What follows belongs to an exercise in optimizing a design on an open flow for small area, a short achievable clock period and few clock cycles; a production flow would make more cautious choices.
RTL that was checked went through simulation tests only; none was proved equivalent to the original.
Power is estimated from default activity; no workload was simulated.

==> flow/design.v (excerpt) <==
module RISC_V_Pipeline(clk, rst, imem_addr, imem_rdata, dmem_addr, dmem_wdata, dmem_we, dmem_rdata);
    input clk, rst;
    output [31:0] imem_addr, dmem_addr, dmem_wdata;
    output dmem_we;
    input [31:0] imem_rdata, dmem_rdata;
    localparam OP_R    = 7'b0110011, OP_I    = 7'b0010011, OP_LOAD = 7'b0000011,
               OP_S    = 7'b0100011, OP_B    = 7'b1100011, OP_JALR = 7'b1100111,
               OP_JAL  = 7'b1101111, OP_LUI  = 7'b0110111;
    reg [31:0] pcF;
    reg        rdr;           
    reg [3:0]  rdrO, rdrON;   
    reg [31:0] rdrT;
    reg [31:0] irX;
    reg        vX;
    reg [31:0] altX;          
    reg [31:0] srcA, srcB;    
    reg        fwdA, fwdB;    
    reg        fwdLA, fwdLB;  
    reg xLoad, xStore, xJalr, xImm, xWr;
    reg xAddB, xAddNB;        
    reg xAddNI;               
    reg xCin;                 
    reg xEq, xNe, xLt, xGe;   
    reg rSum, rSlt, rSltu, rXor, rOr, rAnd, rLui, rLink;
    reg [31:0] mRes, mWdata;
    reg        mWe, mRegW, mLoad;
    reg [4:0]  mRd;
    reg [31:0] rf [1:31];
    wire [31:0] fa = rdr ? rdrT : pcF;
    wire [31:0] fa4;
    Inc4 faInc(.x(fa), .y(fa4));
    genvar j, r;
    generate
        for (j = 0; j < 32; j = j + 1) begin : fo
            wire t_n, p_n;
            G_NAND2 mt(.a(rdrT[j]), .b(rdrO[j / 8]), .y(t_n));
            G_NAND2 mp(.a(pcF[j]), .b(rdrON[j / 8]), .y(p_n));
            G_NAND2 mo(.a(t_n), .b(p_n), .y(imem_addr[j]));
  ...
For scale: ~5100 cells after synthesis, roughly 160 I/O pins, about 59000 um^2 of cells after synthesis.
==> flow/config.mk <==
export PLATFORM = sky130hd
export DESIGN_NAME = RISC_V_Pipeline
export DESIGN_NICKNAME = RISC_V_Pipeline
export VERILOG_FILES = /design/flow/design.v
export SDC_FILE = /design/flow/constraint.sdc
export NUM_CORES = 4
export LEC_CHECK = 0
export CAP_MARGIN = 20
export CORE_MARGIN = 2
export CORE_UTILIZATION = 45
export CTS_CLUSTER_DIAMETER = 70
export CTS_CLUSTER_SIZE = 26
export PLACE_DENSITY = 0.62
export SETUP_SLACK_MARGIN = 5
export SLEW_MARGIN = 20
export SYNTH_HIERARCHICAL = 1
==> flow/constraint.sdc <==
create_clock -name core_clock -period 11.0 [get_ports {clk}]
set_input_delay 2.2000 -clock core_clock [delete_from_list [all_inputs] [get_ports {clk}]]
set_output_delay 2.2000 -clock core_clock [all_outputs]
set_load 0.01 [all_outputs]
standard.sh (not shown) runs the stock make flow with config.mk's settings and CLKGATE_MAP_FILE= SYNTH_SCRIPT=/design/flow/synth_recipe.tcl, a recipe that flattens the netlist after the stock synthesis.
==> flow/flow/run.sh <==
#!/bin/bash
set -euo pipefail
ARGS=(SETUP_SLACK_MARGIN=7 'BUFFER_PORTS_ARGS=-buffer_cell sky130_fd_sc_hd__buf_2')
bash standard.sh "${ARGS[@]}" synth > synth.log 2>&1
SYNTH_ODB=orfs/results/$FLOW_PLATFORM/RISC_V_Pipeline/base/1_synth.odb openroad -no_init -exit flow/downsize.tcl > downsize.log 2>&1
bash standard.sh "${ARGS[@]}" finish > standard.log 2>&1
==> flow/flow/downsize.tcl <==
# Set every combinational cell of the synthesized netlist to its drive
# strength 1 (where the library has one); placement and timing repair then
# size up only the cells that need it. Flip-flops are left as synthesized.
read_db $::env(SYNTH_ODB)
set db [ord::get_db]
set n 0
foreach inst [[ord::get_db_block] getInsts] {
    set name [[$inst getMaster] getName]
    if {[regexp {^sky130_fd_sc_hd__([a-z0-9]+)_([0-9]+)$} $name -> base drv]} {
        if {$drv > 1 && ![regexp {^(df|edf|sdf|dl|conb|tap|fill|decap|clk)} $base]} {
            set m [$db findMaster "sky130_fd_sc_hd__${base}_1"]
            if {$m ne "NULL"} {
                $inst swapMaster $m
                incr n
            }
        }
    }
}
puts "downsized $n cells"
write_db $::env(SYNTH_ODB)
Testbench counts at the start, summed over its fixed seeds: cycles 18,670.
Change:
--- a/flow/design.v
+++ b/flow/design.v
@@ -205,31 +205,38 @@
     wire [31:0] result;
     generate
         for (j = 1; j < 32; j = j + 1) begin : rs
             G_AO21 m(.a(sum[j]), .b(rSum), .c(resOther[j]), .y(result[j]));
         end
     endgenerate
     wire res0Base = (rSum & sum[0]) | resOther[0] | (rSlt & sgnDiff & a[31]);
     wire res0IfC = res0Base | (rSlt & ~sgnDiff) | rSltu;    
     G_MUX2 mr0(.a0(res0Base), .a1(res0IfC), .s(nCout), .y(result[0]));
     wire ltIfC = sgnDiff ? (a[31] ? xLt : xGe) : xLt;     
     wire ltIfNC = sgnDiff ? (a[31] ? xLt : xGe) : xGe;    
-    wire tEq = eqB ? xEq : xNe;
-    wire redirIfC = vX & (xJalr | tEq | ltIfC);
-    wire redirIfNC = vX & (xJalr | tEq | ltIfNC);
+    wire rEC = vX & (xJalr | xEq | ltIfC);       
+    wire rENC = vX & (xJalr | xEq | ltIfNC);     
+    wire rNC = vX & (xJalr | xNe | ltIfC);       
+    wire rNNC = vX & (xJalr | xNe | ltIfNC);     
+    wire redirIfC, redirIfNC;
+    G_MUX2 mec(.a0(rNC), .a1(rEC), .s(eqB), .y(redirIfC));
+    G_MUX2 menc(.a0(rNNC), .a1(rENC), .s(eqB), .y(redirIfNC));
+    wire nRedirIfC, nRedirIfNC;
+    G_MUX2I mecn(.a0(rNC), .a1(rEC), .s(eqB), .y(nRedirIfC));
+    G_MUX2I mencn(.a0(rNNC), .a1(rENC), .s(eqB), .y(nRedirIfNC));
     wire rdrNext;
     wire [3:0] rdrONext, rdrONNext;
-    G_MUX2I rda(.a0(~redirIfNC), .a1(~redirIfC), .s(nCout), .y(rdrNext));
+    G_MUX2I rda(.a0(nRedirIfNC), .a1(nRedirIfC), .s(nCout), .y(rdrNext));
     generate
         for (j = 0; j < 4; j = j + 1) begin : rdo
-            G_MUX2I rdb(.a0(~redirIfNC), .a1(~redirIfC), .s(nCout), .y(rdrONext[j]));
+            G_MUX2I rdb(.a0(nRedirIfNC), .a1(nRedirIfC), .s(nCout), .y(rdrONext[j]));
             G_MUX2I rdc(.a0(redirIfNC), .a1(redirIfC), .s(nCout), .y(rdrONNext[j]));
         end
     endgenerate
     wire [31:0] target;
     generate
         for (j = 0; j < 32; j = j + 1) begin : tg
             G_MUX2 m(.a0(altX[j]), .a1(sum[j]), .s(xJalr), .y(target[j]));
         end
     endgenerate
     wire [6:0] opcF = imem_rdata[6:0];
     wire [2:0] f3F  = imem_rdata[14:12];
What happened:
- sequential power is about the same
- routed wire length came out lower by 1.3%
- count of clock-buffer cells in the layout drops by 6
- core utilization fell by 0.81 points
- critical path depth stays the same
- non-clock buffer count came out lower by 27
- via count climbs by 0.54%
- worst setup slack improves by 0.027 ns
- global-route usage came out lower by 0.45 points
- synthesized cell count stays the same
- final area fell by 0.77%
- area after synthesis hardly moves
- flip-flop and latch count does not change
Testbench counts after the change, summed over its fixed seeds: cycles 18,670.

* * *

== lane 5 ==
The RTL this note starts from:
==> flow/design.v <==
`timescale 1ns/1ns
module RegReadAndOr(regs, sel, val);
    input [32*31-1:0] regs;    
    input [31:1] sel;
    output reg [31:0] val;
    integer i;
    always @(*) begin
        val = 32'd0;
        for (i = 1; i < 32; i = i + 1)
            val = val | (regs[32*(i-1) +: 32] & {32{sel[i]}});
    end
endmodule
module PrefixAdder(x, y, cin, s, cout);
    parameter N = 32;
    input [N-1:0] x, y;
    input cin;
    output reg [N-1:0] s;
    output reg cout;
    reg [N-1:0] g, p, gn, pn;
    integer k, j;
    always @(*) begin
        g = x & y;
        p = x ^ y;
        g[0] = g[0] | (p[0] & cin);
        for (k = 1; k < N; k = k * 2) begin
            gn = g;
            pn = p;
            for (j = 0; j < N; j = j + 1) begin
                if ((j / k) % 2 == 1) begin
                    gn[j] = g[j] | (p[j] & g[(j / k) * k - 1]);
                    pn[j] = p[j] & p[(j / k) * k - 1];
                end
            end
            g = gn;
            p = pn;
        end
        s = (x ^ y) ^ {g[N-2:0], cin};
        cout = g[N-1];
    end
endmodule
module IncDec(x, inc, dec);
    parameter N = 11;
    input [N-1:0] x;
    output [N-1:0] inc, dec;
    assign inc = x + 1'b1;
    assign dec = x - 1'b1;
endmodule
`timescale 1ns/1ns
module RISC_V_Pipeline(clk, rst, imem_addr, imem_rdata, dmem_addr, dmem_wdata, dmem_we, dmem_rdata);
    input clk, rst;
    output [31:0] imem_addr, dmem_addr, dmem_wdata;
    output dmem_we;
    input [31:0] imem_rdata, dmem_rdata;
    localparam OP_R    = 7'b0110011, OP_I    = 7'b0010011, OP_LOAD = 7'b0000011,
               OP_S    = 7'b0100011, OP_B    = 7'b1100011, OP_JALR = 7'b1100111,
               OP_JAL  = 7'b1101111, OP_LUI  = 7'b0110111;
    reg [31:0] pcF;
    reg        rdr;           
    reg [31:0] rdrT;
    reg [31:0] irX;
    reg        vX;
    reg [31:0] altX;          
    reg [31:1] selA, selB;    
    reg        fwdA, fwdB;    
    reg        fwdLA, fwdLB;  
    reg xLoad, xStore, xJalr, xImm, xWr;
    reg xAddB, xAddNB;        
    reg xEq, xNe, xLt, xGe;   
    reg rSum, rSlt, rSltu, rXor, rOr, rAnd, rLui, rLink;
    reg [31:0] mRes, mWdata;
    reg        mWe, mRegW, mLoad;
    reg [4:0]  mRd;
    reg [31:0] rf [1:31];
    wire [31:0] fa = rdr ? rdrT : pcF;
    assign imem_addr  = fa;
    assign dmem_addr  = mRes;
    assign dmem_wdata = mWdata;
    assign dmem_we    = mWe;
    wire [31:0] wbData = mLoad ? dmem_rdata : mRes;
    always @(posedge clk) begin
        if (mRegW)
            rf[mRd] <= wbData;
    end
    wire [4:0] rd = irX[11:7];
    wire [31:0] immI = {{20{irX[31]}}, irX[31:20]};
    wire [31:0] immS = {{20{irX[31]}}, irX[31:25], irX[11:7]};
    wire [31:0] immU = {irX[31:12], 12'b0};
    wire [31:0] imm = xStore ? immS : immI;
    wire [32*31-1:0] rfBits;
    genvar gi;
    generate
        for (gi = 1; gi < 32; gi = gi + 1) begin : rfb
            assign rfBits[32*(gi-1) +: 32] = rf[gi];
        end
    endgenerate
    wire [31:0] rdA, rdB;
    RegReadAndOr readA(.regs(rfBits), .sel(selA), .val(rdA));
    RegReadAndOr readB(.regs(rfBits), .sel(selB), .val(rdB));
    wire [31:0] aAdd = rdA | ({32{fwdA}} & mRes);
    wire [31:0] bAdd = rdB | ({32{fwdB}} & mRes);
    wire [31:0] a = aAdd | ({32{fwdLA}} & dmem_rdata);
    wire [31:0] b = bAdd | ({32{fwdLB}} & dmem_rdata);
    wire [31:0] opAdd = ({32{xImm}} & imm) | ({32{xAddB}} & bAdd) | ({32{xAddNB}} & ~bAdd);
    wire [31:0] sum;
    wire sumC;
    PrefixAdder #(32) adder(.x(aAdd), .y(opAdd), .cin(xAddNB), .s(sum), .cout(sumC));
    wire [31:0] opB = xImm ? imm : b;
    wire ltu = a < opB;
    wire lts = (a[31] ^ opB[31]) ? a[31] : ltu;
    wire [31:0] result = ({32{rSum}} & sum) |
                         ({32{rSlt}} & {31'd0, lts}) |
                         ({32{rSltu}} & {31'd0, ltu}) |
                         ({32{rXor}} & (a ^ opB)) |
                         ({32{rOr}} & (a | opB)) |
                         ({32{rAnd}} & (a & opB)) |
                         ({32{rLui}} & immU) |
                         ({32{rLink}} & altX);
    wire eqB = (a == b);
    wire ltB = $signed(a) < $signed(b);
    wire redirect = vX & (xJalr | (xEq & eqB) | (xNe & ~eqB) | (xLt & ltB) | (xGe & ~ltB));
    wire [31:0] target = xJalr ? sum : altX;
    wire [6:0] opcF = imem_rdata[6:0];
    wire [2:0] f3F  = imem_rdata[14:12];
    wire [4:0] rdF  = imem_rdata[11:7];
    wire [4:0] rs1F = imem_rdata[19:15];
    wire [4:0] rs2F = imem_rdata[24:20];
    wire fR = opcF == OP_R, fI = opcF == OP_I, fLoad = opcF == OP_LOAD, fS = opcF == OP_S,
         fB = opcF == OP_B, fJalr = opcF == OP_JALR, fJal = opcF == OP_JAL, fLui = opcF == OP_LUI;
    wire fAlu = fR | fI;
    wire fAdd = fAlu & (f3F == 3'd0);
    wire pJal = opcF[3];
    wire pB = opcF[6] & ~opcF[2];
    wire bwd = imem_rdata[31];
    wire predF = pJal | (pB & bwd);
    wire [20:0] offF = pJal ? {imem_rdata[31], imem_rdata[19:12], imem_rdata[20], imem_rdata[30:21], 1'b0}
                            : {{9{imem_rdata[31]}}, imem_rdata[7], imem_rdata[30:25], imem_rdata[11:8], 1'b0};
    wire [20:0] lowF;
    wire lowC;
    PrefixAdder #(21) tadder(.x(fa[20:0]), .y(offF), .cin(1'b0), .s(lowF), .cout(lowC));
    wire [10:0] hiInc, hiDec;
    IncDec #(11) hiIncDec(.x(fa[31:21]), .inc(hiInc), .dec(hiDec));
    wire [10:0] hiF = (lowC & ~bwd) ? hiInc :
                      (~lowC & bwd) ? hiDec : fa[31:21];
    wire [31:0] predTarget = {hiF, lowF};
    wire [31:0] fa4 = fa + 32'd4;
    wire xWrites = vX & xWr;
    wire matchA = xWrites & (rd == rs1F);
    wire matchB = xWrites & (rd == rs2F);
    wire hold = xLoad & ((matchA & (fAdd | fLoad | fS | fJalr)) | (matchB & fR & (f3F == 3'd0)));
    reg [31:1] selAF, selBF;
    integer k;
    always @(*) begin
        for (k = 1; k < 32; k = k + 1) begin
            selAF[k] = (rs1F == k) & ~matchA;
            selBF[k] = (rs2F == k) & ~matchB;
        end
    end
    always @(posedge clk or posedge rst) begin
        if (rst) begin
            pcF <= 32'd0;
            rdr <= 1'b0;
            vX <= 1'b0;
            mWe <= 1'b0;
            mRegW <= 1'b0;
            mLoad <= 1'b0;
        end else begin
            rdr <= redirect;
            vX <= ~redirect & ~hold;
            pcF <= hold ? fa : predF ? predTarget : fa4;
            mWe <= vX & xStore;
            mRegW <= xWrites;
            mLoad <= xWrites & xLoad;
        end
    end
    always @(posedge clk) begin
        irX <= imem_rdata;
        altX <= (pB & ~bwd) ? predTarget : fa4;
        selA <= selAF;
        selB <= selBF;
        fwdA <= matchA & ~xLoad;
        fwdB <= matchB & ~xLoad;
        fwdLA <= matchA & xLoad;
        fwdLB <= matchB & xLoad;
        xLoad <= fLoad;
        xStore <= fS;
        xJalr <= fJalr;
        xImm <= fI | fLoad | fS | fJalr;
        xAddB <= fR & ~imem_rdata[30];
        xAddNB <= fR & imem_rdata[30];
        xWr <= (fAlu | fLoad | fJalr | fJal | fLui) & (rdF != 5'd0);
        xEq <= fB & ((f3F == 3'd0) & ~bwd | (f3F == 3'd1) & bwd);
        xNe <= fB & ((f3F == 3'd1) & ~bwd | (f3F == 3'd0) & bwd);
        xLt <= fB & ((f3F == 3'd4) & ~bwd | (f3F == 3'd5) & bwd);
        xGe <= fB & ((f3F == 3'd5) & ~bwd | (f3F == 3'd4) & bwd);
        rSum <= fAdd | fLoad | fS;
        rSlt <= fAlu & (f3F == 3'd2);
        rSltu <= fAlu & (f3F == 3'd3);
        rXor <= fAlu & (f3F == 3'd4);
        rOr <= fAlu & (f3F == 3'd6);
        rAnd <= fAlu & (f3F == 3'd7);
        rLui <= fLui;
        rLink <= fJal | fJalr;
        rdrT <= target;
        mRes <= result;
        mWdata <= b;
        mRd <= rd;
    end
endmodule
==> flow/config.mk <==
export PLATFORM = sky130hd
export DESIGN_NAME = RISC_V_Pipeline
export DESIGN_NICKNAME = RISC_V_Pipeline
export VERILOG_FILES = /design/flow/design.v
export SDC_FILE = /design/flow/constraint.sdc
export NUM_CORES = 4
export LEC_CHECK = 0
export CAP_MARGIN = 20
export CORE_MARGIN = 2
export CORE_UTILIZATION = 40
export PLACE_DENSITY = 0.5
export SETUP_SLACK_MARGIN = 5
export SLEW_MARGIN = 20
export SYNTH_HIERARCHICAL = 1
==> flow/constraint.sdc <==
create_clock -name core_clock -period 11.0 [get_ports {clk}]
set_input_delay 2.2000 -clock core_clock [delete_from_list [all_inputs] [get_ports {clk}]]
set_output_delay 2.2000 -clock core_clock [all_outputs]
set_load 0.01 [all_outputs]
==> flow/flow/run.sh <==
#!/bin/bash
set -euo pipefail
bash standard.sh SETUP_SLACK_MARGIN=7 'BUFFER_PORTS_ARGS=-buffer_cell sky130_fd_sc_hd__buf_2' finish > standard.log 2>&1
[inputs] lane 3 vs lane 5
--- a/flow/design.v
+++ b/flow/design.v
@@ -117,5 +117,5 @@
                          ({32{rLink}} & altX);
     wire eqB = (a == b);
-    wire ltB = $signed(a) < $signed(b);
+    wire ltB = (a[31] ^ b[31]) ? a[31] : (a < b);
     wire redirect = vX & (xJalr | (xEq & eqB) | (xNe & ~eqB) | (xLt & ltB) | (xGe & ~ltB));
     wire [31:0] target = xJalr ? sum : altX;
Findings:
- Per the comparison of lane 3 with lane 5, share of total power in the clock network went down 1.1 points; aggregate routed wire length went up about 5%; die area held; initial cell density of the core held; placement-stage cell area held.
- Compared with lane 5, lane 3 shows a higher setup slack of the critical path after layout.
- Clock distribution area overhead in the final layout down 0.34 points in lane 3 wrt lane 5
- The critical path depth reported for lane 3 is smaller than that of lane 5 by 2.
- Relative to lane 5, lane 3 improves internal cell power.
- Lane 3: register share of the cell area 0.42 points below lane 5
- Comparing the two runs side by side, lane 3 comes out behind lane 5 on area of all placed cells without fillers.
- Min area of the multi-input gates across lane 3 and lane 5: lane 5
Testbench counts of lane 3, summed over its fixed seeds: cycles 18,798.
Function not checked in lane 5: the RTL went through the layout flow alone.

-- static timing again, ports no longer ideal --
The results above use ideal ports. As a check the final layouts listed here were re-extracted and re-timed, cells and wires unchanged. Step 1 (the two cells are an assumption about what drives the block):
set clk [get_ports {clk}]
set_driving_cell -lib_cell sky130_fd_sc_hd__clkbuf_16 $clk
set_driving_cell -lib_cell sky130_fd_sc_hd__buf_2 [delete_from_list [all_inputs] $clk]
Step 2 adds t to the input delays and takes it off the output delays; t is the mean of the earliest and latest rising clock arrival at the registers after step 1. Input paths then give back, and output paths get back, about the clock's delay inside the block. Slacks: ideal ports / drivers / drivers and shift; pairs: ideal ports / drivers.
| run | shift t [ns] | slack for setup (ns) | hold slack, ns | worst setup path at the end |
|---|---|---|---|---|
| the first run of note 1 | 0.798 | 6.936 / 6.877 / 6.078 | 0.429 / 0.429 / 0.429 | input to register |
| the second run of note 1 | 0.810 | 6.963 / 6.923 / 6.145 | 0.457 / 0.457 / 0.457 | input to register |
| lane 5 | 0.839 | 6.133 / 6.133 / 5.843 | 0.456 / 0.456 / 0.456 | input to register |
| lane 3 | 0.859 | 6.195 / 6.195 / 5.752 | 0.436 / 0.436 / 0.436 | input to register |
After both steps every run listed still meets setup and hold. The setup slack of the first run of note 1, which loses most, moves by -0.059 ns with the drivers and by -0.858 ns with both steps.
